Background: an optimization exercise with open tools, aiming at small area, a short achievable clock period and few clock cycles per item. Do not read the settings as production practice. Function was not checked in any run shown here: the RTL went through the layout flow alone. Power figures rest on the tool's default switching activity, not on a simulated workload.

--- flow/flow/run.sh ---
#!/bin/bash
# Own layout flow: the standard ORFS flow with two changes.
#  1. After the standard synthesis, flow/polarity.py picks the polarity of
#     each full adder (self-dual) and simple gate so that the inverters Yosys's
#     extract_fa leaves around full adders go away.  Registers, ports and the
#     function are unchanged.
#  2. The port buffers that buffer_ports inserts are sky130_fd_sc_hd__buf_1
#     instead of its default (the slow clkdlybuf4s50_1 delay buffer).
# Each step writes its full output to a log file in this folder.
set -euo pipefail
RES=$PWD/orfs/results/${FLOW_PLATFORM}/dut/base
bash standard.sh synth > standard_synth.log 2>&1
cp $RES/1_2_yosys.v synth_standard.v
python3 flow/polarity.py $FLOW_HOME/platforms/sky130hd/lib/sky130_fd_sc_hd__tt_025C_1v80.lib \
    synth_standard.v $RES/1_2_yosys.v > polarity.log 2>&1
rm -f $RES/1_synth.odb $RES/1_synth.sdc
export BUFFER_PORTS_ARGS="-buffer_cell sky130_fd_sc_hd__buf_1"
bash standard.sh finish > standard_finish.log 2>&1
--- flow/flow/polarity.py ---
#!/usr/bin/env python3
"""Polarity clean-up of a flat Yosys gate netlist (sky130hd).

Yosys's extract_fa often wraps full adders in inverters on every input and
output (a full adder is self-dual: FA(~a,~b,~c) = ~FA(a,b,c)).  This script
chooses, for every full adder / majority cell, whether to use it in true or
complemented form, and for every simple gate whether to use it or its
complement (and2 <-> nand2, o21a <-> o21ai, ...), so that the inverters the
netlist needs, and the cell area, are smallest.  Every signal keeps its
function; registers, ports and their nets are untouched.

usage: polarity.py LIBERTY IN.v OUT.v
"""
import re, sys, random

lib, src, dst = sys.argv[1:4]

# ---- cell areas from the liberty
areas = {}
for m in re.finditer(r'cell\s*\(\s*"?(sky130_fd_sc_hd__\w+)"?\s*\)\s*\{', open(lib).read()):
    pass
libtxt = open(lib).read()
for m in re.finditer(r'cell\s*\(\s*"?(sky130_fd_sc_hd__\w+)"?\s*\)\s*\{(.*?)\barea\s*:\s*([\d.]+)', libtxt, re.S):
    areas[m.group(1)] = float(m.group(3))

P = 'sky130_fd_sc_hd__'
HASPLIT = True
OUTPINS = {'X', 'Y', 'Q', 'Q_N', 'SUM', 'COUT', 'HI', 'LO'}
SELFDUAL = {'fa': ['A', 'B', 'CIN'], 'maj3': ['A', 'B', 'C']}
PAIRS = [('and2', 'nand2'), ('and3', 'nand3'), ('and4', 'nand4'), ('or2', 'nor2'),
         ('or3', 'nor3'), ('or4', 'nor4'), ('xor2', 'xnor2'), ('xor3', 'xnor3'),
         ('and2b', 'nand2b'), ('or2b', 'nor2b'), ('and3b', 'nand3b'), ('or3b', 'nor3b'),
         ('and4b', 'nand4b'), ('or4b', 'nor4b'), ('and4bb', 'nand4bb'), ('or4bb', 'nor4bb'),
         ('a21o', 'a21oi'), ('o21a', 'o21ai'), ('a211o', 'a211oi'), ('o211a', 'o211ai'),
         ('a22o', 'a22oi'), ('o22a', 'o22ai'), ('a31o', 'a31oi'), ('o31a', 'o31ai'),
         ('a32o', 'a32oi'), ('o32a', 'o32ai'), ('a41o', 'a41oi'), ('o41a', 'o41ai'),
         ('a221o', 'a221oi'), ('o221a', 'o221ai'), ('a311o', 'a311oi'), ('o311a', 'o311ai'),
         ('a2111o', 'a2111oi'), ('o2111a', 'o2111ai'), ('a21bo', 'a21boi'), ('o21ba', 'o21bai'),
         ('a2bb2o', 'a2bb2oi'), ('o2bb2a', 'o2bb2ai'), ('mux2', 'mux2i')]
COMP = {}
for a, b in PAIRS:
    COMP[a] = b; COMP[b] = a

def base_drive(t):
    m = re.fullmatch(P + r'(\w+?)_(\d+)', t)
    return (m.group(1), m.group(2)) if m else (None, None)

def complement(t):
    b, d = base_drive(t)
    if b not in COMP:
        return None
    c = COMP[b]
    if P + c + '_' + d in areas:
        return P + c + '_' + d
    # nearest available drive
    opts = sorted((int(re.search(r'_(\d+)$', n).group(1)), n) for n in areas
                  if re.fullmatch(P + c + r'_\d+', n))
    for dd, n in opts:
        if dd >= max(1, int(d)):
            return n
    return opts[-1][1] if opts else None

text = open(src).read()
mod = re.search(r'module\s+(\w+)\s*\((.*?)\);(.*)endmodule', text, re.S)
body = mod.group(3)
outports = set()
for m in re.finditer(r'^\s*output\s+(\[(\d+):(\d+)\]\s*)?(\S+?);', body, re.M):
    if m.group(1):
        hi, lo = int(m.group(2)), int(m.group(3))
        for i in range(min(hi, lo), max(hi, lo) + 1):
            outports.add(f'{m.group(4)}[{i}]')
    else:
        outports.add(m.group(4))

cellre = re.compile(r'^\s*(sky130_fd_sc_hd__\w+)\s+(\S+)\s*\((.*?)\);', re.S | re.M)
cells = []
for m in cellre.finditer(body):
    pins = [(p, n.strip()) for p, n in re.findall(r'\.(\w+)\(([^()]*)\)', m.group(3))]
    cells.append({'type': m.group(1), 'name': m.group(2), 'pins': pins, 'span': m.span()})
assert 'assign' not in body, 'netlist has assign statements'

def is_inv(c):
    b, _ = base_drive(c['type'])
    return b in ('inv', 'clkinv')

driver = {}
for i, c in enumerate(cells):
    for p, n in c['pins']:
        if p in OUTPINS:
            driver[n] = (i, p)

# inverters treated as inverters: those whose output is not a port net
invcell = set()
for i, c in enumerate(cells):
    if is_inv(c):
        out = dict(c['pins'])['Y']
        if out not in outports:
            invcell.add(i)

def root(n):
    q = 0
    seen = 0
    while n in driver and driver[n][0] in invcell:
        n = dict(cells[driver[n][0]]['pins'])['A']
        q ^= 1
        seen += 1
        assert seen < 100
    return n, q

# flippable cells
kind = {}
for i, c in enumerate(cells):
    if i in invcell:
        continue
    b, _ = base_drive(c['type'])
    outs = [n for p, n in c['pins'] if p in OUTPINS]
    if any(o in outports for o in outs):
        continue
    if b in SELFDUAL:
        kind[i] = 'sd'
    elif b == 'ha' and HASPLIT:
        kind[i] = 'ha'
    elif complement(c['type']):
        kind[i] = 'gate'

# loads: (cell index, pin, root, parity)
loads = []
for i, c in enumerate(cells):
    if i in invcell:
        continue
    for p, n in c['pins']:
        if p in OUTPINS:
            continue
        r, q = root(n)
        loads.append([i, p, r, q])
# output ports as loads (only if their net is driven through a removable inverter)
for o in outports:
    r, q = root(o)
    if r != o:
        loads.append([-1, o, r, q])

roots_loads = {}
for k, l in enumerate(loads):
    roots_loads.setdefault(l[2], []).append(k)
cell_inroots = {}
for k, l in enumerate(loads):
    if l[0] >= 0:
        cell_inroots.setdefault(l[0], set()).add(l[2])
cell_outroots = {}
for r in roots_loads:
    if r in driver and driver[r][0] not in invcell:
        cell_outroots.setdefault(driver[r][0], set()).add(r)

flip = {i: 0 for i in kind}
INV = areas[P + 'inv_1']

def eff(k):
    i, p, r, q = loads[k]
    e = q
    if i >= 0 and kind.get(i) == 'sd' and p in SELFDUAL[base_drive(cells[i]['type'])[0]]:
        e ^= flip[i]
    if i >= 0 and kind.get(i) == 'ha' and p in ('A', 'B'):
        e ^= flip[i]
    if r in driver:
        d = driver[r][0]
        if d in flip and kind[d] != 'ha':
            e ^= flip[d]
    return e

def root_cost(r):
    return INV if any(eff(k) for k in roots_loads.get(r, [])) else 0.0

def cell_area(i):
    t = cells[i]['type']
    if kind.get(i) == 'ha':
        return (areas[P + 'xor2_1'] + areas[P + 'nor2_1']) if flip[i] else areas[t]
    if kind.get(i) == 'gate' and flip[i]:
        t = complement(t)
    return areas[t]

def affected(i):
    s = set(cell_outroots.get(i, ()))
    if kind[i] == 'sd':
        s |= cell_inroots.get(i, set())
    if kind[i] == 'ha':
        s = set(cell_inroots.get(i, set()))
    return s

def total():
    return sum(root_cost(r) for r in roots_loads) + sum(cell_area(i) for i in kind)

before = total()
rng = random.Random(1)
order = list(kind)

def move_delta(i):
    rs = affected(i)
    c0 = sum(root_cost(r) for r in rs) + cell_area(i)
    flip[i] ^= 1
    c1 = sum(root_cost(r) for r in rs) + cell_area(i)
    flip[i] ^= 1
    return c1 - c0

# simulated annealing over single flips, then greedy descent; keep the best
cur = before
best = cur
best_flip = dict(flip)
steps = 200 * len(order) if order else 0
T0, T1 = 3.0, 0.02
for k in range(steps):
    T = T0 * (T1 / T0) ** (k / max(1, steps - 1))
    i = order[rng.randrange(len(order))]
    d = move_delta(i)
    if d <= 0 or rng.random() < pow(2.718281828, -d / T):
        flip[i] ^= 1
        cur += d
        if cur < best - 1e-9:
            best = cur
            best_flip = dict(flip)
flip.update(best_flip)
improved = True
while improved:
    improved = False
    for i in order:
        if move_delta(i) < -1e-9:
            flip[i] ^= 1
            improved = True
after = total()

# ---- rebuild
def fmt(n):
    return n + ' ' if n.startswith('\\') else n

newwires = []
neg_net = {}
newcells = []
ninv = 0
for r in roots_loads:
    if any(eff(k) for k in roots_loads[r]):
        nm = f'pol_n{ninv}'
        ninv += 1
        neg_net[r] = nm
        newwires.append(nm)
        newcells.append(f'  {P}inv_1 pol_inv{ninv} (\n    .A({fmt(r)}),\n    .Y({nm})\n  );\n')
conn = {}
portfix = []
for k, l in enumerate(loads):
    i, p, r, q = l
    net = neg_net[r] if eff(k) else r
    if i >= 0:
        conn[(i, p)] = net
    else:
        # output port net: drive it with a buffer from the right polarity
        portfix.append((p, net))
for p, net in portfix:
    newcells.append(f'  {P}buf_1 pol_obuf_{len(newcells)} (\n    .A({fmt(net)}),\n    .X({fmt(p)})\n  );\n')

def render(i, c):
    t = c['type']
    if kind.get(i) == 'ha' and flip[i]:
        d = dict(c['pins'])
        a, b = fmt(conn[(i, 'A')]), fmt(conn[(i, 'B')])
        txt = ''
        if 'SUM' in d:
            txt += f'  {P}xor2_1 {c["name"]}_hx (\n    .A({a}),\n    .B({b}),\n    .X({fmt(d["SUM"])})\n  );\n'
        if 'COUT' in d:
            txt += f'  {P}nor2_1 {c["name"]}_hn (\n    .A({a}),\n    .B({b}),\n    .Y({fmt(d["COUT"])})\n  );\n'
        return txt
    if kind.get(i) == 'gate' and flip[i]:
        t = complement(t)
    parts = []
    for p, n in c['pins']:
        if p in OUTPINS:
            if kind.get(i) == 'gate' and flip[i]:
                p = 'Y' if p == 'X' else 'X'
            parts.append(f'    .{p}({fmt(n)})')
        else:
            parts.append(f'    .{p}({fmt(conn[(i, p)])})')
    return f'  {t} {c["name"]} (\n' + ',\n'.join(parts) + '\n  );\n'

out = []
pos = 0
for i, c in enumerate(cells):
    s, e = c['span']
    out.append(body[pos:s])
    if i not in invcell:
        out.append(render(i, c).rstrip('\n').lstrip('\n'))
    pos = e
out.append(body[pos:])
newbody = ''.join(out)
decl = ''.join(f'  wire {w};\n' for w in newwires)
newbody = decl + newbody.rstrip() + '\n' + ''.join(newcells)
res = text[:mod.start(3)] + newbody + '\nendmodule' + text[mod.end():]
open(dst, 'w').write(res)
nflip = sum(flip.values())
print(f'polarity: {len(invcell)} inverters before, {ninv} after; {nflip} cells flipped '
      f'({sum(1 for i in flip if flip[i] and kind[i]=="sd")} self-dual); '
      f'{len(portfix)} port buffers; area of inverters+flippable {before:.1f} -> {after:.1f}')
--- flow/config.mk ---
export PLATFORM = sky130hd
export DESIGN_NAME = dut
export DESIGN_NICKNAME = dut
export VERILOG_FILES = /design/flow/design.v
export SDC_FILE = /design/flow/constraint.sdc
export NUM_CORES = 4
export LEC_CHECK = 0
export CAP_MARGIN = 20
export CORE_MARGIN = 2
export CORE_UTILIZATION = 65
export CTS_BUF_LIST = sky130_fd_sc_hd__clkbuf_16
export CTS_CLUSTER_SIZE = 30
export PLACE_DENSITY = 0.75
export SETUP_SLACK_MARGIN = 3.85
export SLEW_MARGIN = 20
--- flow/standard.sh ---
#!/bin/bash
# synth_recipe.tcl (not shown) runs the flow's synth.tcl, then flattens the netlist and writes it again
# the make line also repeats each setting of config.mk as NAME=value (left out here)
make -C /OpenROAD-flow-scripts/flow DESIGN_CONFIG=/design/flow/config.mk WORK_HOME=/design/flow/orfs CLKGATE_MAP_FILE= SYNTH_SCRIPT=/design/flow/synth_recipe.tcl "${@:-finish}"
--- flow/constraint.sdc ---
create_clock -name core_clock -period 7.5 [get_ports {clk}]
set_input_delay 1.5000 -clock core_clock [delete_from_list [all_inputs] [get_ports {clk}]]
set_output_delay 1.5000 -clock core_clock [all_outputs]
set_load 0.01 [all_outputs]
--- flow/design.v ---
`timescale 1ns/1ps
module dut #(
    parameter int DATAW = 16
)(
    input  wire                 clk,
    input  wire                 rst_n,
    input  wire                 in_valid,
    output wire                 in_ready,
    input  wire signed [DATAW-1:0] in_data,
    output reg                  out_valid,
    input  wire                 out_ready,
    output wire signed [2*DATAW-1:0] out_data
);
    reg         v1;         
    reg  [15:0] a1;         
    wire        en2 = !out_valid || out_ready;    
    wire        en1 = !v1 || en2;                 
    assign in_ready = en1;
    wire        s    = in_data[15];
    wire [15:0] z;    
    assign z[0] = 1'b0;
    genvar gi;
    generate for (gi = 0; gi < 15; gi = gi + 1) begin : g_abs
        assign z[gi+1] = z[gi] | (s & in_data[gi]);
    end endgenerate
    wire [15:0] absx = in_data ^ z;
    always @(posedge clk or negedge rst_n) begin
        if (!rst_n) begin
            v1        <= 1'b0;
            out_valid <= 1'b0;
        end else begin
            if (en1) v1 <= in_valid;
            if (en2) out_valid <= v1;
        end
    end
    always @(posedge clk) begin
        if (in_valid && en1) a1 <= absx;
    end
    wire [14:0] m = a1[14:0];
    wire pp_0_1 = m[0] & m[1];
    wire pp_0_2 = m[0] & m[2];
    wire pp_0_3 = m[0] & m[3];
    wire pp_0_4 = m[0] & m[4];
    wire pp_0_5 = m[0] & m[5];
    wire pp_0_6 = m[0] & m[6];
    wire pp_0_7 = m[0] & m[7];
    wire pp_0_8 = m[0] & m[8];
    wire pp_0_9 = m[0] & m[9];
    wire pp_0_10 = m[0] & m[10];
    wire pp_0_11 = m[0] & m[11];
    wire pp_0_12 = m[0] & m[12];
    wire pp_0_13 = m[0] & m[13];
    wire pp_0_14 = m[0] & m[14];
    wire pp_1_2 = m[1] & m[2];
    wire pp_1_3 = m[1] & m[3];
    wire pp_1_4 = m[1] & m[4];
    wire pp_1_5 = m[1] & m[5];
    wire pp_1_6 = m[1] & m[6];
    wire pp_1_7 = m[1] & m[7];
    wire pp_1_8 = m[1] & m[8];
    wire pp_1_9 = m[1] & m[9];
    wire pp_1_10 = m[1] & m[10];
    wire pp_1_11 = m[1] & m[11];
    wire pp_1_12 = m[1] & m[12];
    wire pp_1_13 = m[1] & m[13];
    wire pp_1_14 = m[1] & m[14];
    wire pp_2_3 = m[2] & m[3];
    wire pp_2_4 = m[2] & m[4];
    wire pp_2_5 = m[2] & m[5];
    wire pp_2_6 = m[2] & m[6];
    wire pp_2_7 = m[2] & m[7];
    wire pp_2_8 = m[2] & m[8];
    wire pp_2_9 = m[2] & m[9];
    wire pp_2_10 = m[2] & m[10];
    wire pp_2_11 = m[2] & m[11];
    wire pp_2_12 = m[2] & m[12];
    wire pp_2_13 = m[2] & m[13];
    wire pp_2_14 = m[2] & m[14];
    wire pp_3_4 = m[3] & m[4];
    wire pp_3_5 = m[3] & m[5];
    wire pp_3_6 = m[3] & m[6];
    wire pp_3_7 = m[3] & m[7];
    wire pp_3_8 = m[3] & m[8];
    wire pp_3_9 = m[3] & m[9];
    wire pp_3_10 = m[3] & m[10];
    wire pp_3_11 = m[3] & m[11];
    wire pp_3_12 = m[3] & m[12];
    wire pp_3_13 = m[3] & m[13];
    wire pp_3_14 = m[3] & m[14];
    wire pp_4_5 = m[4] & m[5];
    wire pp_4_6 = m[4] & m[6];
    wire pp_4_7 = m[4] & m[7];
    wire pp_4_8 = m[4] & m[8];
    wire pp_4_9 = m[4] & m[9];
    wire pp_4_10 = m[4] & m[10];
    wire pp_4_11 = m[4] & m[11];
    wire pp_4_12 = m[4] & m[12];
    wire pp_4_13 = m[4] & m[13];
    wire pp_4_14 = m[4] & m[14];
    wire pp_5_6 = m[5] & m[6];
    wire pp_5_7 = m[5] & m[7];
    wire pp_5_8 = m[5] & m[8];
    wire pp_5_9 = m[5] & m[9];
    wire pp_5_10 = m[5] & m[10];
    wire pp_5_11 = m[5] & m[11];
    wire pp_5_12 = m[5] & m[12];
    wire pp_5_13 = m[5] & m[13];
    wire pp_5_14 = m[5] & m[14];
    wire pp_6_7 = m[6] & m[7];
    wire pp_6_8 = m[6] & m[8];
    wire pp_6_9 = m[6] & m[9];
    wire pp_6_10 = m[6] & m[10];
    wire pp_6_11 = m[6] & m[11];
    wire pp_6_12 = m[6] & m[12];
    wire pp_6_13 = m[6] & m[13];
    wire pp_6_14 = m[6] & m[14];
    wire pp_7_8 = m[7] & m[8];
    wire pp_7_9 = m[7] & m[9];
    wire pp_7_10 = m[7] & m[10];
    wire pp_7_11 = m[7] & m[11];
    wire pp_7_12 = m[7] & m[12];
    wire pp_7_13 = m[7] & m[13];
    wire pp_7_14 = m[7] & m[14];
    wire pp_8_9 = m[8] & m[9];
    wire pp_8_10 = m[8] & m[10];
    wire pp_8_11 = m[8] & m[11];
    wire pp_8_12 = m[8] & m[12];
    wire pp_8_13 = m[8] & m[13];
    wire pp_8_14 = m[8] & m[14];
    wire pp_9_10 = m[9] & m[10];
    wire pp_9_11 = m[9] & m[11];
    wire pp_9_12 = m[9] & m[12];
    wire pp_9_13 = m[9] & m[13];
    wire pp_9_14 = m[9] & m[14];
    wire pp_10_11 = m[10] & m[11];
    wire pp_10_12 = m[10] & m[12];
    wire pp_10_13 = m[10] & m[13];
    wire pp_10_14 = m[10] & m[14];
    wire pp_11_12 = m[11] & m[12];
    wire pp_11_13 = m[11] & m[13];
    wire pp_11_14 = m[11] & m[14];
    wire pp_12_13 = m[12] & m[13];
    wire pp_12_14 = m[12] & m[14];
    wire pp_13_14 = m[13] & m[14];
    wire hs0 = m[6] ^ pp_0_11;
    wire hc0 = m[6] & pp_0_11;
    wire hs1 = pp_0_12 ^ pp_1_11;
    wire hc1 = pp_0_12 & pp_1_11;
    wire fs2 = m[7] ^ pp_0_13 ^ pp_1_12;
    wire fc2 = (m[7] & pp_0_13) | (m[7] & pp_1_12) | (pp_0_13 & pp_1_12);
    wire hs3 = pp_2_11 ^ pp_3_10;
    wire hc3 = pp_2_11 & pp_3_10;
    wire fs4 = pp_0_14 ^ pp_1_13 ^ pp_2_12;
    wire fc4 = (pp_0_14 & pp_1_13) | (pp_0_14 & pp_2_12) | (pp_1_13 & pp_2_12);
    wire hs5 = pp_3_11 ^ pp_4_10;
    wire hc5 = pp_3_11 & pp_4_10;
    wire fs6 = m[8] ^ pp_1_14 ^ pp_2_13;
    wire fc6 = (m[8] & pp_1_14) | (m[8] & pp_2_13) | (pp_1_14 & pp_2_13);
    wire fs7 = pp_3_12 ^ pp_4_11 ^ pp_5_10;
    wire fc7 = (pp_3_12 & pp_4_11) | (pp_3_12 & pp_5_10) | (pp_4_11 & pp_5_10);
    wire fs8 = pp_2_14 ^ pp_3_13 ^ pp_4_12;
    wire fc8 = (pp_2_14 & pp_3_13) | (pp_2_14 & pp_4_12) | (pp_3_13 & pp_4_12);
    wire fs9 = m[9] ^ pp_3_14 ^ pp_4_13;
    wire fc9 = (m[9] & pp_3_14) | (m[9] & pp_4_13) | (pp_3_14 & pp_4_13);
    wire hs10 = m[4] ^ pp_0_7;
    wire hc10 = m[4] & pp_0_7;
    wire hs11 = pp_0_8 ^ pp_1_7;
    wire hc11 = pp_0_8 & pp_1_7;
    wire fs12 = m[5] ^ pp_0_9 ^ pp_1_8;
    wire fc12 = (m[5] & pp_0_9) | (m[5] & pp_1_8) | (pp_0_9 & pp_1_8);
    wire hs13 = pp_2_7 ^ pp_3_6;
    wire hc13 = pp_2_7 & pp_3_6;
    wire fs14 = pp_0_10 ^ pp_1_9 ^ pp_2_8;
    wire fc14 = (pp_0_10 & pp_1_9) | (pp_0_10 & pp_2_8) | (pp_1_9 & pp_2_8);
    wire hs15 = pp_3_7 ^ pp_4_6;
    wire hc15 = pp_3_7 & pp_4_6;
    wire fs16 = pp_1_10 ^ pp_2_9 ^ pp_3_8;
    wire fc16 = (pp_1_10 & pp_2_9) | (pp_1_10 & pp_3_8) | (pp_2_9 & pp_3_8);
    wire fs17 = pp_4_7 ^ pp_5_6 ^ hs0;
    wire fc17 = (pp_4_7 & pp_5_6) | (pp_4_7 & hs0) | (pp_5_6 & hs0);
    wire fs18 = pp_2_10 ^ pp_3_9 ^ pp_4_8;
    wire fc18 = (pp_2_10 & pp_3_9) | (pp_2_10 & pp_4_8) | (pp_3_9 & pp_4_8);
    wire fs19 = pp_5_7 ^ hc0 ^ hs1;
    wire fc19 = (pp_5_7 & hc0) | (pp_5_7 & hs1) | (hc0 & hs1);
    wire fs20 = pp_4_9 ^ pp_5_8 ^ pp_6_7;
    wire fc20 = (pp_4_9 & pp_5_8) | (pp_4_9 & pp_6_7) | (pp_5_8 & pp_6_7);
    wire fs21 = hc1 ^ hs3 ^ fs2;
    wire fc21 = (hc1 & hs3) | (hc1 & fs2) | (hs3 & fs2);
    wire fs22 = pp_5_9 ^ pp_6_8 ^ hc3;
    wire fc22 = (pp_5_9 & pp_6_8) | (pp_5_9 & hc3) | (pp_6_8 & hc3);
    wire fs23 = hs5 ^ fc2 ^ fs4;
    wire fc23 = (hs5 & fc2) | (hs5 & fs4) | (fc2 & fs4);
    wire fs24 = pp_6_9 ^ pp_7_8 ^ hc5;
    wire fc24 = (pp_6_9 & pp_7_8) | (pp_6_9 & hc5) | (pp_7_8 & hc5);
    wire fs25 = fc4 ^ fs6 ^ fs7;
    wire fc25 = (fc4 & fs6) | (fc4 & fs7) | (fs6 & fs7);
    wire fs26 = pp_5_11 ^ pp_6_10 ^ pp_7_9;
    wire fc26 = (pp_5_11 & pp_6_10) | (pp_5_11 & pp_7_9) | (pp_6_10 & pp_7_9);
    wire fs27 = fc6 ^ fc7 ^ fs8;
    wire fc27 = (fc6 & fc7) | (fc6 & fs8) | (fc7 & fs8);
    wire fs28 = pp_5_12 ^ pp_6_11 ^ pp_7_10;
    wire fc28 = (pp_5_12 & pp_6_11) | (pp_5_12 & pp_7_10) | (pp_6_11 & pp_7_10);
    wire fs29 = pp_8_9 ^ fc8 ^ fs9;
    wire fc29 = (pp_8_9 & fc8) | (pp_8_9 & fs9) | (fc8 & fs9);
    wire fs30 = pp_4_14 ^ pp_5_13 ^ pp_6_12;
    wire fc30 = (pp_4_14 & pp_5_13) | (pp_4_14 & pp_6_12) | (pp_5_13 & pp_6_12);
    wire fs31 = pp_7_11 ^ pp_8_10 ^ fc9;
    wire fc31 = (pp_7_11 & pp_8_10) | (pp_7_11 & fc9) | (pp_8_10 & fc9);
    wire fs32 = m[10] ^ pp_5_14 ^ pp_6_13;
    wire fc32 = (m[10] & pp_5_14) | (m[10] & pp_6_13) | (pp_5_14 & pp_6_13);
    wire fs33 = pp_7_12 ^ pp_8_11 ^ pp_9_10;
    wire fc33 = (pp_7_12 & pp_8_11) | (pp_7_12 & pp_9_10) | (pp_8_11 & pp_9_10);
    wire fs34 = pp_6_14 ^ pp_7_13 ^ pp_8_12;
    wire fc34 = (pp_6_14 & pp_7_13) | (pp_6_14 & pp_8_12) | (pp_7_13 & pp_8_12);
    wire fs35 = m[11] ^ pp_10_11 ^ pp_7_14;
    wire fc35 = (m[11] & pp_10_11) | (m[11] & pp_7_14) | (pp_10_11 & pp_7_14);
    wire hs36 = m[3] ^ pp_0_5;
    wire hc36 = m[3] & pp_0_5;
    wire hs37 = pp_0_6 ^ pp_1_5;
    wire hc37 = pp_0_6 & pp_1_5;
    wire fs38 = pp_1_6 ^ pp_2_5 ^ pp_3_4;
    wire fc38 = (pp_1_6 & pp_2_5) | (pp_1_6 & pp_3_4) | (pp_2_5 & pp_3_4);
    wire fs39 = pp_2_6 ^ pp_3_5 ^ hc10;
    wire fc39 = (pp_2_6 & pp_3_5) | (pp_2_6 & hc10) | (pp_3_5 & hc10);
    wire fs40 = pp_4_5 ^ hc11 ^ hs13;
    wire fc40 = (pp_4_5 & hc11) | (pp_4_5 & hs13) | (hc11 & hs13);
    wire fs41 = hc13 ^ hs15 ^ fc12;
    wire fc41 = (hc13 & hs15) | (hc13 & fc12) | (hs15 & fc12);
    wire fs42 = hc15 ^ fc14 ^ fs16;
    wire fc42 = (hc15 & fc14) | (hc15 & fs16) | (fc14 & fs16);
    wire fs43 = fc16 ^ fs18 ^ fc17;
    wire fc43 = (fc16 & fs18) | (fc16 & fc17) | (fs18 & fc17);
    wire fs44 = fc18 ^ fs20 ^ fc19;
    wire fc44 = (fc18 & fs20) | (fc18 & fc19) | (fs20 & fc19);
    wire fs45 = fc20 ^ fs22 ^ fc21;
    wire fc45 = (fc20 & fs22) | (fc20 & fc21) | (fs22 & fc21);
    wire fs46 = fc22 ^ fs24 ^ fc23;
    wire fc46 = (fc22 & fs24) | (fc22 & fc23) | (fs24 & fc23);
    wire fs47 = fs26 ^ fc24 ^ fc25;
    wire fc47 = (fs26 & fc24) | (fs26 & fc25) | (fc24 & fc25);
    wire fs48 = fc26 ^ fs28 ^ fc27;
    wire fc48 = (fc26 & fs28) | (fc26 & fc27) | (fs28 & fc27);
    wire fs49 = fc28 ^ fs30 ^ fc29;
    wire fc49 = (fc28 & fs30) | (fc28 & fc29) | (fs30 & fc29);
    wire fs50 = fc30 ^ fs32 ^ fs33;
    wire fc50 = (fc30 & fs32) | (fc30 & fs33) | (fs32 & fs33);
    wire fs51 = pp_9_11 ^ fc32 ^ fc33;
    wire fc51 = (pp_9_11 & fc32) | (pp_9_11 & fc33) | (fc32 & fc33);
    wire fs52 = pp_8_13 ^ pp_9_12 ^ fc34;
    wire fc52 = (pp_8_13 & pp_9_12) | (pp_8_13 & fc34) | (pp_9_12 & fc34);
    wire fs53 = pp_10_12 ^ pp_8_14 ^ pp_9_13;
    wire fc53 = (pp_10_12 & pp_8_14) | (pp_10_12 & pp_9_13) | (pp_8_14 & pp_9_13);
    wire fs54 = m[12] ^ pp_10_13 ^ pp_11_12;
    wire fc54 = (m[12] & pp_10_13) | (m[12] & pp_11_12) | (pp_10_13 & pp_11_12);
    wire hs55 = m[2] ^ pp_0_3;
    wire hc55 = m[2] & pp_0_3;
    wire hs56 = pp_0_4 ^ pp_1_3;
    wire hc56 = pp_0_4 & pp_1_3;
    wire fs57 = pp_1_4 ^ pp_2_3 ^ hs36;
    wire fc57 = (pp_1_4 & pp_2_3) | (pp_1_4 & hs36) | (pp_2_3 & hs36);
    wire fs58 = pp_2_4 ^ hc36 ^ hs37;
    wire fc58 = (pp_2_4 & hc36) | (pp_2_4 & hs37) | (hc36 & hs37);
    wire fs59 = hc37 ^ hs10 ^ fs38;
    wire fc59 = (hc37 & hs10) | (hc37 & fs38) | (hs10 & fs38);
    wire fs60 = hs11 ^ fc38 ^ fs39;
    wire fc60 = (hs11 & fc38) | (hs11 & fs39) | (fc38 & fs39);
    wire fs61 = fs12 ^ fc39 ^ fs40;
    wire fc61 = (fs12 & fc39) | (fs12 & fs40) | (fc39 & fs40);
    wire fs62 = fs14 ^ fc40 ^ fs41;
    wire fc62 = (fs14 & fc40) | (fs14 & fs41) | (fc40 & fs41);
    wire fs63 = fs17 ^ fc41 ^ fs42;
    wire fc63 = (fs17 & fc41) | (fs17 & fs42) | (fc41 & fs42);
    wire fs64 = fs19 ^ fc42 ^ fs43;
    wire fc64 = (fs19 & fc42) | (fs19 & fs43) | (fc42 & fs43);
    wire fs65 = fs21 ^ fc43 ^ fs44;
    wire fc65 = (fs21 & fc43) | (fs21 & fs44) | (fc43 & fs44);
    wire fs66 = fs23 ^ fc44 ^ fs45;
    wire fc66 = (fs23 & fc44) | (fs23 & fs45) | (fc44 & fs45);
    wire fs67 = fs25 ^ fc45 ^ fs46;
    wire fc67 = (fs25 & fc45) | (fs25 & fs46) | (fc45 & fs46);
    wire fs68 = fs27 ^ fc46 ^ fs47;
    wire fc68 = (fs27 & fc46) | (fs27 & fs47) | (fc46 & fs47);
    wire fs69 = fs29 ^ fc47 ^ fs48;
    wire fc69 = (fs29 & fc47) | (fs29 & fs48) | (fc47 & fs48);
    wire fs70 = fs31 ^ fc48 ^ fs49;
    wire fc70 = (fs31 & fc48) | (fs31 & fs49) | (fc48 & fs49);
    wire fs71 = fc31 ^ fs50 ^ fc49;
    wire fc71 = (fc31 & fs50) | (fc31 & fc49) | (fs50 & fc49);
    wire fs72 = fs34 ^ fc50 ^ fs51;
    wire fc72 = (fs34 & fc50) | (fs34 & fs51) | (fc50 & fs51);
    wire fs73 = fs35 ^ fc51 ^ fs52;
    wire fc73 = (fs35 & fc51) | (fs35 & fs52) | (fc51 & fs52);
    wire fs74 = fc35 ^ fs53 ^ fc52;
    wire fc74 = (fc35 & fs53) | (fc35 & fc52) | (fs53 & fc52);
    wire fs75 = pp_9_14 ^ fc53 ^ fs54;
    wire fc75 = (pp_9_14 & fc53) | (pp_9_14 & fs54) | (fc53 & fs54);
    wire fs76 = pp_10_14 ^ pp_11_13 ^ fc54;
    wire fc76 = (pp_10_14 & pp_11_13) | (pp_10_14 & fc54) | (pp_11_13 & fc54);
    wire fs77 = m[13] ^ pp_11_14 ^ pp_12_13;
    wire fc77 = (m[13] & pp_11_14) | (m[13] & pp_12_13) | (pp_11_14 & pp_12_13);
    wire [29:0] ra = {1'b0, m[14], pp_12_14, fs77, fc75, fs75, fc73, fc72, fs72, fc70, fc69, fc68, fc67, fc66, fc65, fc64, fc63, fc62, fc61, fc60, fc59, fc58, fc57, hc56, hc55, pp_1_2, pp_0_2, m[1], 1'b0, m[0]};
    wire [29:0] rb = {1'b0, pp_13_14, fc77, fc76, fs76, fc74, fs74, fs73, fc71, fs71, fs70, fs69, fs68, fs67, fs66, fs65, fs64, fs63, fs62, fs61, fs60, fs59, fs58, fs57, hs56, hs55, 1'b0, pp_0_1, 1'b0, 1'b0};
    reg f_r;    
    reg [29:0] s_r;    
    reg [8:0] g_r;    
    wire [8:0] bs0 = {1'b0, ra[7:0]} + {1'b0, rb[7:0]};
    wire [3:0] bs1 = {1'b0, ra[10:8]} + {1'b0, rb[10:8]};
    wire [2:0] bs2 = {1'b0, ra[12:11]} + {1'b0, rb[12:11]};
    wire [2:0] bs3 = {1'b0, ra[14:13]} + {1'b0, rb[14:13]};
    wire [2:0] bs4 = {1'b0, ra[16:15]} + {1'b0, rb[16:15]};
    wire [2:0] bs5 = {1'b0, ra[18:17]} + {1'b0, rb[18:17]};
    wire [2:0] bs6 = {1'b0, ra[20:19]} + {1'b0, rb[20:19]};
    wire [3:0] bs7 = {1'b0, ra[23:21]} + {1'b0, rb[23:21]};
    wire [3:0] bs8 = {1'b0, ra[26:24]} + {1'b0, rb[26:24]};
    wire [3:0] bs9 = {1'b0, ra[29:27]} + {1'b0, rb[29:27]};
    always @(posedge clk) begin
        if (v1 && en2) begin
            f_r <= a1[15];
            s_r[7:0] <= bs0[7:0];
            g_r[0] <= bs0[8];
            s_r[10:8] <= bs1[2:0];
            g_r[1] <= bs1[3];
            s_r[12:11] <= bs2[1:0];
            g_r[2] <= bs2[2];
            s_r[14:13] <= bs3[1:0];
            g_r[3] <= bs3[2];
            s_r[16:15] <= bs4[1:0];
            g_r[4] <= bs4[2];
            s_r[18:17] <= bs5[1:0];
            g_r[5] <= bs5[2];
            s_r[20:19] <= bs6[1:0];
            g_r[6] <= bs6[2];
            s_r[23:21] <= bs7[2:0];
            g_r[7] <= bs7[3];
            s_r[26:24] <= bs8[2:0];
            g_r[8] <= bs8[3];
            s_r[29:27] <= bs9[2:0];
        end
    end
    wire bp1 = &s_r[10:8];
    wire bp2 = &s_r[12:11];
    wire bp3 = &s_r[14:13];
    wire bp4 = &s_r[16:15];
    wire bp5 = &s_r[18:17];
    wire bp6 = &s_r[20:19];
    wire bp7 = &s_r[23:21];
    wire bp8 = &s_r[26:24];
    wire pg0 = g_r[1] | (bp1 & g_r[0]);
    wire pg1 = g_r[2] | (bp2 & pg0);
    wire pg2 = g_r[4] | (bp4 & g_r[3]);
    wire pp2 = bp4 & bp3;
    wire pg3 = g_r[3] | (bp3 & pg1);
    wire pg4 = pg2 | (pp2 & pg1);
    wire pg5 = g_r[6] | (bp6 & g_r[5]);
    wire pp5 = bp6 & bp5;
    wire pg6 = g_r[8] | (bp8 & g_r[7]);
    wire pp6 = bp8 & bp7;
    wire pg7 = g_r[7] | (bp7 & pg5);
    wire pp7 = bp7 & pp5;
    wire pg8 = pg6 | (pp6 & pg5);
    wire pp8 = pp6 & pp5;
    wire pg9 = g_r[5] | (bp5 & pg4);
    wire pg10 = pg5 | (pp5 & pg4);
    wire pg11 = pg7 | (pp7 & pg4);
    wire pg12 = pg8 | (pp8 & pg4);
    wire [29:0] sq;
    assign sq[7:0] = s_r[7:0];
    assign sq[8] = s_r[8] ^ (g_r[0]);
    assign sq[9] = s_r[9] ^ (g_r[0] & s_r[8]);
    assign sq[10] = s_r[10] ^ (g_r[0] & s_r[8] & s_r[9]);
    assign sq[11] = s_r[11] ^ (pg0);
    assign sq[12] = s_r[12] ^ (pg0 & s_r[11]);
    assign sq[13] = s_r[13] ^ (pg1);
    assign sq[14] = s_r[14] ^ (pg1 & s_r[13]);
    assign sq[15] = s_r[15] ^ (pg3);
    assign sq[16] = s_r[16] ^ (pg3 & s_r[15]);
    assign sq[17] = s_r[17] ^ (pg4);
    assign sq[18] = s_r[18] ^ (pg4 & s_r[17]);
    assign sq[19] = s_r[19] ^ (pg9);
    assign sq[20] = s_r[20] ^ (pg9 & s_r[19]);
    assign sq[21] = s_r[21] ^ (pg10);
    assign sq[22] = s_r[22] ^ (pg10 & s_r[21]);
    assign sq[23] = s_r[23] ^ (pg10 & s_r[21] & s_r[22]);
    assign sq[24] = s_r[24] ^ (pg11);
    assign sq[25] = s_r[25] ^ (pg11 & s_r[24]);
    assign sq[26] = s_r[26] ^ (pg11 & s_r[24] & s_r[25]);
    assign sq[27] = s_r[27] ^ (pg12);
    assign sq[28] = s_r[28] ^ (pg12 & s_r[27]);
    assign sq[29] = s_r[29] ^ (pg12 & s_r[27] & s_r[28]);
    assign out_data = {1'b0, f_r, sq[29:2], 1'b0, sq[0]};
endmodule
==> results_dict.tcl, run 1 <==
set metrics [dict create \
    status "timing/DRC/antenna clean" \
    die_w_um 93.7 \
    area_growth_pct 15.1 \
    ant_nets 0 \
    io_buffers 51 \
    slew_headroom_pct 56.7 \
    overflow 0 \
    root_buffer "clkbuf_16" \
    fin_tns_setup_ps 0 \
    drt_pass1_iterations 5 \
    antennaDiodeCount 0 \
    critPathKind "flop to primary output" \
    vias 3482 \
    cts_buffer_depth 2 \
    p_per_area_nw_per_um2 291 \
    htreeDepth 3 \
    grt_max_degree 40 \
    gp_congestion 0.838 \
    cts_sinks 57 \
    cts_tree "built" \
    min_path_type "flop to flop" \
    dp_hpwl_mm 6.76 \
    drc_errors 0 \
    tightest_slew_ps 649 \
    dieArea_um2 8780 \
    cts_buffers 9 \
    cap_violations 0 \
    place_inst 576 \
    grt_pass1_wl_mm 16.1 \
    initial_utilization_pct 67.3 \
    layout.cells.non_filler 623 \
    yosysWarnings 1 \
    vias_per_cell 5.59 \
    critPathRequiredTime_ps 6000 \
    die_h_um 93.7 \
    grt_setup_unrepaired "yes" \
    max_freq_mhz 267 \
    hold_viol 0 \
    drive_gt1_share_pct 12.9 \
    skew_ps 8.90 \
    peakVddDrop_v 0.000136 \
    period_share_pct 49.9 \
    start_kind "flop" \
    row_count 32 \
    ctsHoldBuffers 0 \
    syn_inst 447 \
    gr-usage-all-layers_pct 24.2 \
    ios 54 \
    crit_fanout 3 \
    routed_wl_mm 9.74 \
    fin_nets 644 \
    drt-initial-drc-count 236 \
    clk_pin_slew_ps 50 \
    syn_area_um2 5230 \
    end_kind "primary output" \
    setup_viol 0 \
    antenna_found_initial 0 \
    grt_pass1_vias 3370 \
    p_leak_nw 2.65 \
    maxSlewViolCount 0 \
    n_fill_cell 502 \
    layout_min_cycle_time_ps 3740 \
    fp.coreArea_um2 7770 \
    avgRoutedWirePerCell_um 15.6 \
    post_synth.cell_area_avg_um2 11.7 \
    insertion_delay_ps 330 \
    cp.arrival_ps 2240 \
]
## registers in the layout, indices dropped and copies added, names as in the netlist
| name | flops |
|---|---|
| out_valid | 1 |
| a1 | 16 |
| s_r | 29 |
| v1 | 1 |
| g_r | 9 |
| f_r | 1 |
## cell type report
class                           instances  area (um2)  area share (%)
Multi-Input combinational cell        338        3380            56.1
Clock buffer                            9         225            3.74
Inverter                               27         101            1.68
Timing Repair Buffer                   83         455            7.57
Clock inverter                          7        31.3           0.520
Sequential cell                        57        1700            28.3
Tap cell                              102         128            2.12
## stage by stage
| stage | util, % | total power (W) | setup WS, ps | instance area [um2] | hold WS (ps) |
|---|---|---|---|---|---|
| after floorplan | - | 0.00110 | 4070 | 5230 | 400 |
| after global placement | 69.8 | 0.00125 | 3860 | 5420 | 414 |
| after detailed placement | 69.8 | 0.00130 | 3850 | 5420 | 413 |
| after CTS | 74.5 | 0.00170 | 3680 | 5790 | 439 |
| after global routing | 77.5 | 0.00189 | 3660 | 6020 | 447 |
| final | 77.5 | 0.00175 | 3760 | 6020 | 431 |
## worst paths after layout
path	from	to	slack, ps	depth (start not counted)
setup / recovery	s_r[10]	out_data[26]	3760	8
hold / removal	a1[15]	f_r	430	0
setup reg to reg	a1[12]	s_r[18]	4000	8
hold reg to reg	a1[15]	f_r	430	0
max in group asynchronous	rst_n	out_valid	6430	1
min in group asynchronous	rst_n	v1	950	1
## layout by cell type (no fill, tap or decap), types with 2 or more instances in the layout
master / n
buf_4: 31
o31ai_1: 3
fa_1: 71
clkbuf_16: 9
xnor2_1: 20
buf_2: 3
inv_1: 29
o21ai_0: 5
nor2_1: 19
and2b_1: 2
ha_1: 34
nor2b_1: 2
nand2_1: 53
a21o_1: 9
dfrtp_1: 2
buf_1: 45
clkinv_2: 4
ha_4: 2
and2_1: 56
a21oi_1: 4
a31oi_1: 4
edfxtp_1: 55
conb_1: 2
xor2_1: 24
a211oi_2: 2
nand2b_1: 5
buf_6: 3
a31o_4: 2
a31o_2: 2
## critical path, stage by stage (launching register included)
cell,delay (ps)
edfxtp_1,360
a41oi_2,160
a211oi_2,240
nand4_1,270
a31oi_1,260
ha_1,180
ha_1,160
xor2_1,130
buf_2,150
## power by group
group	internal (W)	leakage [nW]	switching, W	total, W
sequential	0.000492	0.554	0.0000675	0.000559
combinational	0.000397	1.95	0.000446	0.000843
clock	0.000216	0.139	0.000130	0.000347
total	0.00110	2.65	0.000644	0.00175
## metal layers
| layer | vias to the layer above | GRT usage, % | share of wire (%) | wire length, um |
|---|---|---|---|---|
| met4 | 0 | 6.40 | 1.4 | 133 |
| met1 | 1704 | 34.2 | 44 | 4300 |
| met2 | 157 | 38.5 | 48 | 4670 |
| met3 | 17 | 5.30 | 6.5 | 634 |
| met5 | - | 0 | 0 | 0 |
| li1 | 1604 | - | - | - |
## timing repair
item	4_1_cts	5_1_grt
endpoints found under the setup margin	9	15
setup buffers	7	24
resized for setup	11	13
pin swaps	5	8
==> run 2: changes to the inputs <==
--- a/flow/design.v
+++ b/flow/design.v
@@ -304,13 +304,12 @@
     reg [29:0] s_r;    
-    reg [8:0] g_r;    
-    wire [8:0] bs0 = {1'b0, ra[7:0]} + {1'b0, rb[7:0]};
-    wire [3:0] bs1 = {1'b0, ra[10:8]} + {1'b0, rb[10:8]};
-    wire [2:0] bs2 = {1'b0, ra[12:11]} + {1'b0, rb[12:11]};
-    wire [2:0] bs3 = {1'b0, ra[14:13]} + {1'b0, rb[14:13]};
-    wire [2:0] bs4 = {1'b0, ra[16:15]} + {1'b0, rb[16:15]};
-    wire [2:0] bs5 = {1'b0, ra[18:17]} + {1'b0, rb[18:17]};
-    wire [2:0] bs6 = {1'b0, ra[20:19]} + {1'b0, rb[20:19]};
-    wire [3:0] bs7 = {1'b0, ra[23:21]} + {1'b0, rb[23:21]};
-    wire [3:0] bs8 = {1'b0, ra[26:24]} + {1'b0, rb[26:24]};
-    wire [3:0] bs9 = {1'b0, ra[29:27]} + {1'b0, rb[29:27]};
+    reg [7:0] g_r;    
+    wire [9:0] bs0 = {1'b0, ra[8:0]} + {1'b0, rb[8:0]};
+    wire [3:0] bs1 = {1'b0, ra[11:9]} + {1'b0, rb[11:9]};
+    wire [2:0] bs2 = {1'b0, ra[13:12]} + {1'b0, rb[13:12]};
+    wire [2:0] bs3 = {1'b0, ra[15:14]} + {1'b0, rb[15:14]};
+    wire [2:0] bs4 = {1'b0, ra[17:16]} + {1'b0, rb[17:16]};
+    wire [2:0] bs5 = {1'b0, ra[19:18]} + {1'b0, rb[19:18]};
+    wire [3:0] bs6 = {1'b0, ra[22:20]} + {1'b0, rb[22:20]};
+    wire [3:0] bs7 = {1'b0, ra[25:23]} + {1'b0, rb[25:23]};
+    wire [4:0] bs8 = {1'b0, ra[29:26]} + {1'b0, rb[29:26]};
     always @(posedge clk) begin
@@ -318,73 +317,68 @@
             f_r <= a1[15];
-            s_r[7:0] <= bs0[7:0];
-            g_r[0] <= bs0[8];
-            s_r[10:8] <= bs1[2:0];
+            s_r[8:0] <= bs0[8:0];
+            g_r[0] <= bs0[9];
+            s_r[11:9] <= bs1[2:0];
             g_r[1] <= bs1[3];
-            s_r[12:11] <= bs2[1:0];
+            s_r[13:12] <= bs2[1:0];
             g_r[2] <= bs2[2];
-            s_r[14:13] <= bs3[1:0];
+            s_r[15:14] <= bs3[1:0];
             g_r[3] <= bs3[2];
-            s_r[16:15] <= bs4[1:0];
+            s_r[17:16] <= bs4[1:0];
             g_r[4] <= bs4[2];
-            s_r[18:17] <= bs5[1:0];
+            s_r[19:18] <= bs5[1:0];
             g_r[5] <= bs5[2];
-            s_r[20:19] <= bs6[1:0];
-            g_r[6] <= bs6[2];
-            s_r[23:21] <= bs7[2:0];
+            s_r[22:20] <= bs6[2:0];
+            g_r[6] <= bs6[3];
+            s_r[25:23] <= bs7[2:0];
             g_r[7] <= bs7[3];
-            s_r[26:24] <= bs8[2:0];
-            g_r[8] <= bs8[3];
-            s_r[29:27] <= bs9[2:0];
+            s_r[29:26] <= bs8[3:0];
         end
     end
-    wire bp1 = &s_r[10:8];
-    wire bp2 = &s_r[12:11];
-    wire bp3 = &s_r[14:13];
-    wire bp4 = &s_r[16:15];
-    wire bp5 = &s_r[18:17];
-    wire bp6 = &s_r[20:19];
-    wire bp7 = &s_r[23:21];
-    wire bp8 = &s_r[26:24];
+    wire bp1 = &s_r[11:9];
+    wire bp2 = &s_r[13:12];
+    wire bp3 = &s_r[15:14];
+    wire bp4 = &s_r[17:16];
+    wire bp5 = &s_r[19:18];
+    wire bp6 = &s_r[22:20];
+    wire bp7 = &s_r[25:23];
     wire pg0 = g_r[1] | (bp1 & g_r[0]);
-    wire pg1 = g_r[2] | (bp2 & pg0);
-    wire pg2 = g_r[4] | (bp4 & g_r[3]);
-    wire pp2 = bp4 & bp3;
-    wire pg3 = g_r[3] | (bp3 & pg1);
-    wire pg4 = pg2 | (pp2 & pg1);
-    wire pg5 = g_r[6] | (bp6 & g_r[5]);
-    wire pp5 = bp6 & bp5;
-    wire pg6 = g_r[8] | (bp8 & g_r[7]);
-    wire pp6 = bp8 & bp7;
-    wire pg7 = g_r[7] | (bp7 & pg5);
-    wire pp7 = bp7 & pp5;
-    wire pg8 = pg6 | (pp6 & pg5);
-    wire pp8 = pp6 & pp5;
-    wire pg9 = g_r[5] | (bp5 & pg4);
-    wire pg10 = pg5 | (pp5 & pg4);
-    wire pg11 = pg7 | (pp7 & pg4);
-    wire pg12 = pg8 | (pp8 & pg4);
+    wire pg1 = g_r[3] | (bp3 & g_r[2]);
+    wire pp1 = bp3 & bp2;
+    wire pg2 = g_r[2] | (bp2 & pg0);
+    wire pg3 = pg1 | (pp1 & pg0);
+    wire pg4 = g_r[5] | (bp5 & g_r[4]);
+    wire pp4 = bp5 & bp4;
+    wire pg5 = g_r[7] | (bp7 & g_r[6]);
+    wire pp5 = bp7 & bp6;
+    wire pg6 = g_r[6] | (bp6 & pg4);
+    wire pp6 = bp6 & pp4;
+    wire pg7 = pg5 | (pp5 & pg4);
+    wire pp7 = pp5 & pp4;
+    wire pg8 = g_r[4] | (bp4 & pg3);
+    wire pg9 = pg4 | (pp4 & pg3);
+    wire pg10 = pg6 | (pp6 & pg3);
+    wire pg11 = pg7 | (pp7 & pg3);
     wire [29:0] sq;
-    assign sq[7:0] = s_r[7:0];
-    assign sq[8] = s_r[8] ^ (g_r[0]);
-    assign sq[9] = s_r[9] ^ (g_r[0] & s_r[8]);
-    assign sq[10] = s_r[10] ^ (g_r[0] & s_r[8] & s_r[9]);
-    assign sq[11] = s_r[11] ^ (pg0);
-    assign sq[12] = s_r[12] ^ (pg0 & s_r[11]);
-    assign sq[13] = s_r[13] ^ (pg1);
-    assign sq[14] = s_r[14] ^ (pg1 & s_r[13]);
-    assign sq[15] = s_r[15] ^ (pg3);
-    assign sq[16] = s_r[16] ^ (pg3 & s_r[15]);
-    assign sq[17] = s_r[17] ^ (pg4);
-    assign sq[18] = s_r[18] ^ (pg4 & s_r[17]);
-    assign sq[19] = s_r[19] ^ (pg9);
-    assign sq[20] = s_r[20] ^ (pg9 & s_r[19]);
-    assign sq[21] = s_r[21] ^ (pg10);
-    assign sq[22] = s_r[22] ^ (pg10 & s_r[21]);
-    assign sq[23] = s_r[23] ^ (pg10 & s_r[21] & s_r[22]);
-    assign sq[24] = s_r[24] ^ (pg11);
-    assign sq[25] = s_r[25] ^ (pg11 & s_r[24]);
-    assign sq[26] = s_r[26] ^ (pg11 & s_r[24] & s_r[25]);
-    assign sq[27] = s_r[27] ^ (pg12);
-    assign sq[28] = s_r[28] ^ (pg12 & s_r[27]);
-    assign sq[29] = s_r[29] ^ (pg12 & s_r[27] & s_r[28]);
+    assign sq[8:0] = s_r[8:0];
+    assign sq[9] = s_r[9] ^ (g_r[0]);
+    assign sq[10] = s_r[10] ^ (g_r[0] & s_r[9]);
+    assign sq[11] = s_r[11] ^ (g_r[0] & s_r[9] & s_r[10]);
+    assign sq[12] = s_r[12] ^ (pg0);
+    assign sq[13] = s_r[13] ^ (pg0 & s_r[12]);
+    assign sq[14] = s_r[14] ^ (pg2);
+    assign sq[15] = s_r[15] ^ (pg2 & s_r[14]);
+    assign sq[16] = s_r[16] ^ (pg3);
+    assign sq[17] = s_r[17] ^ (pg3 & s_r[16]);
+    assign sq[18] = s_r[18] ^ (pg8);
+    assign sq[19] = s_r[19] ^ (pg8 & s_r[18]);
+    assign sq[20] = s_r[20] ^ (pg9);
+    assign sq[21] = s_r[21] ^ (pg9 & s_r[20]);
+    assign sq[22] = s_r[22] ^ (pg9 & s_r[20] & s_r[21]);
+    assign sq[23] = s_r[23] ^ (pg10);
+    assign sq[24] = s_r[24] ^ (pg10 & s_r[23]);
+    assign sq[25] = s_r[25] ^ (pg10 & s_r[23] & s_r[24]);
+    assign sq[26] = s_r[26] ^ (pg11);
+    assign sq[27] = s_r[27] ^ (pg11 & s_r[26]);
+    assign sq[28] = s_r[28] ^ (pg11 & s_r[26] & s_r[27]);
+    assign sq[29] = s_r[29] ^ (pg11 & s_r[26] & s_r[27] & s_r[28]);
     assign out_data = {1'b0, f_r, sq[29:2], 1'b0, sq[0]};
==> run 2 against run 1 <==
  * Worst hold slack lost 7.5 ps
  * First-iteration DRC count decreased by 25%
  * Setup slack better by 65 ps
  * Final cell count rose by 3.5%
  * Die area shrank 1.1%
  * Synthesized cell count increased by 3.6%
  * Utilization fell by 0.47 points
  * Critical path depth grew 1
  * Highest routed layer unchanged
  * Sequential power is 0.9% lower
==> results_dict.tcl, run 2 <==
set metrics [dict create \
    hold_viol 0 \
    cpPeakStageDelay_ps 380 \
    syn_inst 463 \
    htreeDepth 2 \
    insertion_delay_ps 290 \
    largest_reg_flops 29 \
    fp.coreArea_um2 7730 \
    cts_buffer_depth 2 \
    dp_hpwl_mm 6.62 \
    whs_ps 424 \
    ant_nets 0 \
    top_register "s_r" \
    slew_headroom_pct 41.8 \
    drt-initial-drc-count 177 \
    final_common_cell "nand2_1" \
    crit_slowest_cell "edfxtp_1" \
    critPathRequiredTime_ps 6000 \
    tightest_slew_ps 874 \
    grt_setup_unrepaired "yes" \
    cts_buffers 5 \
    clk_pin_slew_ps 70 \
    fin_nets 663 \
    initial_utilization_pct 66.9 \
    grt_pass1_vias 3285 \
    cap_violations 0 \
    avgRoutedWirePerCell_um 15.1 \
    overflow 0 \
    path_cells "a41oi_2, a211oi_2, buf_4, nand3_4, a21oi_4, ha_2, ha_4, xor2_1, buf_2" \
    routed_wl_mm 9.76 \
    peakVddDrop_v 0.000108 \
    min_path_type "flop to flop" \
    critPathKind "flop to primary output" \
    max_freq_mhz 272 \
    die_h_um 93.2 \
    grt_max_degree 39 \
    antennaDiodeCount 0 \
    gr-usage-all-layers_pct 22.3 \
    gp_congestion 0.859 \
    skew_ps 5.61 \
    setup_viol 0 \
    yosysWarnings 1 \
    fin_tns_setup_ps 0 \
    cts_sinks 56 \
    top_regs "s_r (29), a1 (16), g_r (8)" \
    syn_area_um2 5170 \
    drc_errors 0 \
    end_kind "primary output" \
    n_fill_cell 526 \
    die_w_um 93.2 \
    p_leak_nw 2.44 \
    row_count 32 \
    status "timing/DRC/antenna clean" \
    grt_pass1_wl_mm 15.1 \
    drt_pass1_iterations 4 \
    final_core_util_pct 77.0 \
    cts_tree "built" \
    io_buffers 51 \
    antenna_found_initial 0 \
    dp_slack_ps 3770 \
    post_synth.cell_area_avg_um2 11.2 \
    maxSlewViolCount 0 \
    setup_ws_ps 3820 \
    p_per_area_nw_per_um2 276 \
    ios 54 \
    drive_gt1_share_pct 14.4 \
    vias 3517 \
    area_growth_pct 15.1 \
    ctsHoldBuffers 0 \
    most-common-layout-cells "86 x nand2_1, 71 x fa_1, 54 x edfxtp_1" \
    start_kind "flop" \
    multiInputGateArea_um2 3330 \
    period_share_pct 49.0 \
    dieArea_um2 8680 \
    root_buffer "clkbuf_16" \
    crit_fanout 2 \
    vias_per_cell 5.45 \
    seq_area_um2 1670 \
    layout_min_cycle_time_ps 3680 \
    cp.arrival_ps 2180 \
]
run 2: worst paths after layout:
check / from / endpoint / slack [ps] / depth (start not counted)
worst max-delay path: s_r[11] / out_data[22] / 3820 / 9
worst min-delay path: a1[15] / f_r / 420 / 0
worst max register to register: a1[14] / s_r[17] / 3930 / 9
worst min register to register: a1[15] / f_r / 420 / 0
max in group asynchronous: rst_n / out_valid / 6390 / 1
min in group asynchronous: rst_n / v1 / 980 / 1
run 2: repair_timing:
| action | CTS | global route |
|---|---|---|
| setup buffers | 5 | 42 |
| endpoints found under the setup margin | 8 | 10 |
| hold endpoints to repair | 0 | 0 |
| pin swaps | 3 | 4 |
| gates resized for setup | 13 | 9 |
run 2: critical path, delay by kind of cell, from the launching register on:
family / cells / cell delay [ps]
AO/OA/AOI/OAI: 3 / 620
XOR/XNOR: 1 / 120
adder cells (fa/ha/maj): 2 / 320
buffers and inverters: 2 / 330
AND/OR/NAND/NOR: 1 / 90
flip-flops: 1 / 380
run 2: per-layer routing:
layer | track usage [%] | up-vias | wire length [um]
met5 | 0 | - | 0
met2 | 37.9 | 136 | 4950
li1 | - | 1645 | -
met1 | 30.9 | 1722 | 4140
met4 | 3.06 | 0 | 123
met3 | 4.43 | 14 | 548
run 2: stage by stage:
| stage | instances | power, W | area [um2] |
|---|---|---|---|
| 5_1_grt | 645 | 0.00179 | 5950 |
| 2_1_floorplan | 464 | 0.00113 | 5170 |
| 4_1_cts | 603 | 0.00159 | 5600 |
| 6_report | 645 | 0.00164 | 5950 |
| 3_3_place_gp | 590 | 0.00128 | 5350 |
| 3_5_place_dp | 590 | 0.00132 | 5350 |
run 2: power breakdown:
part	total [W]	internal (W)	switching, W
Combinational	0.000854	0.000397	0.000457
Clock	0.000232	0.000123	0.000109
Sequential	0.000554	0.000484	0.0000697
Total	0.00164	0.00101	0.000635
run 2: layout make-up:
cell class,count,share of cell area (%)
tap,102,2.14
timing repair buffer,98,9.44
clock inverter,3,0.315
clock buffer,5,2.10
multi-input combinational,351,56.0
inverter,30,1.89
sequential,56,28.1

-- port drivers added, routing unchanged --
Ports are ideal in the flow. The routed layouts listed here were re-timed in OpenROAD.
Step 1 sets driving cells, clkbuf_16 on the clock port and buf_2 on the other inputs (assumed; they add their load-dependent delay and slew).
Step 2 moves the port delays by t, midway between the first and last clock arrival at a register: inputs arrive t later, outputs are due t later. That takes back most of the time a late clock gives input paths.
Slacks: ideal / step 1 / step 2; pairs: ideal / step 1.
run	t, ns	slack for setup (ns)	hold WS [ns]	latest minus earliest clock arrival (ns)	slew at the worst register clock pin (ns)
run 1	0.354	3.760 / 3.726 / 3.997	0.431 / 0.431 / 0.431	0.009 / 0.009	0.05 / 0.05
run 2	0.323	3.824 / 3.791 / 3.934	0.424 / 0.424 / 0.424	0.006 / 0.005	0.07 / 0.07
After both steps setup and hold are still met in every run listed.
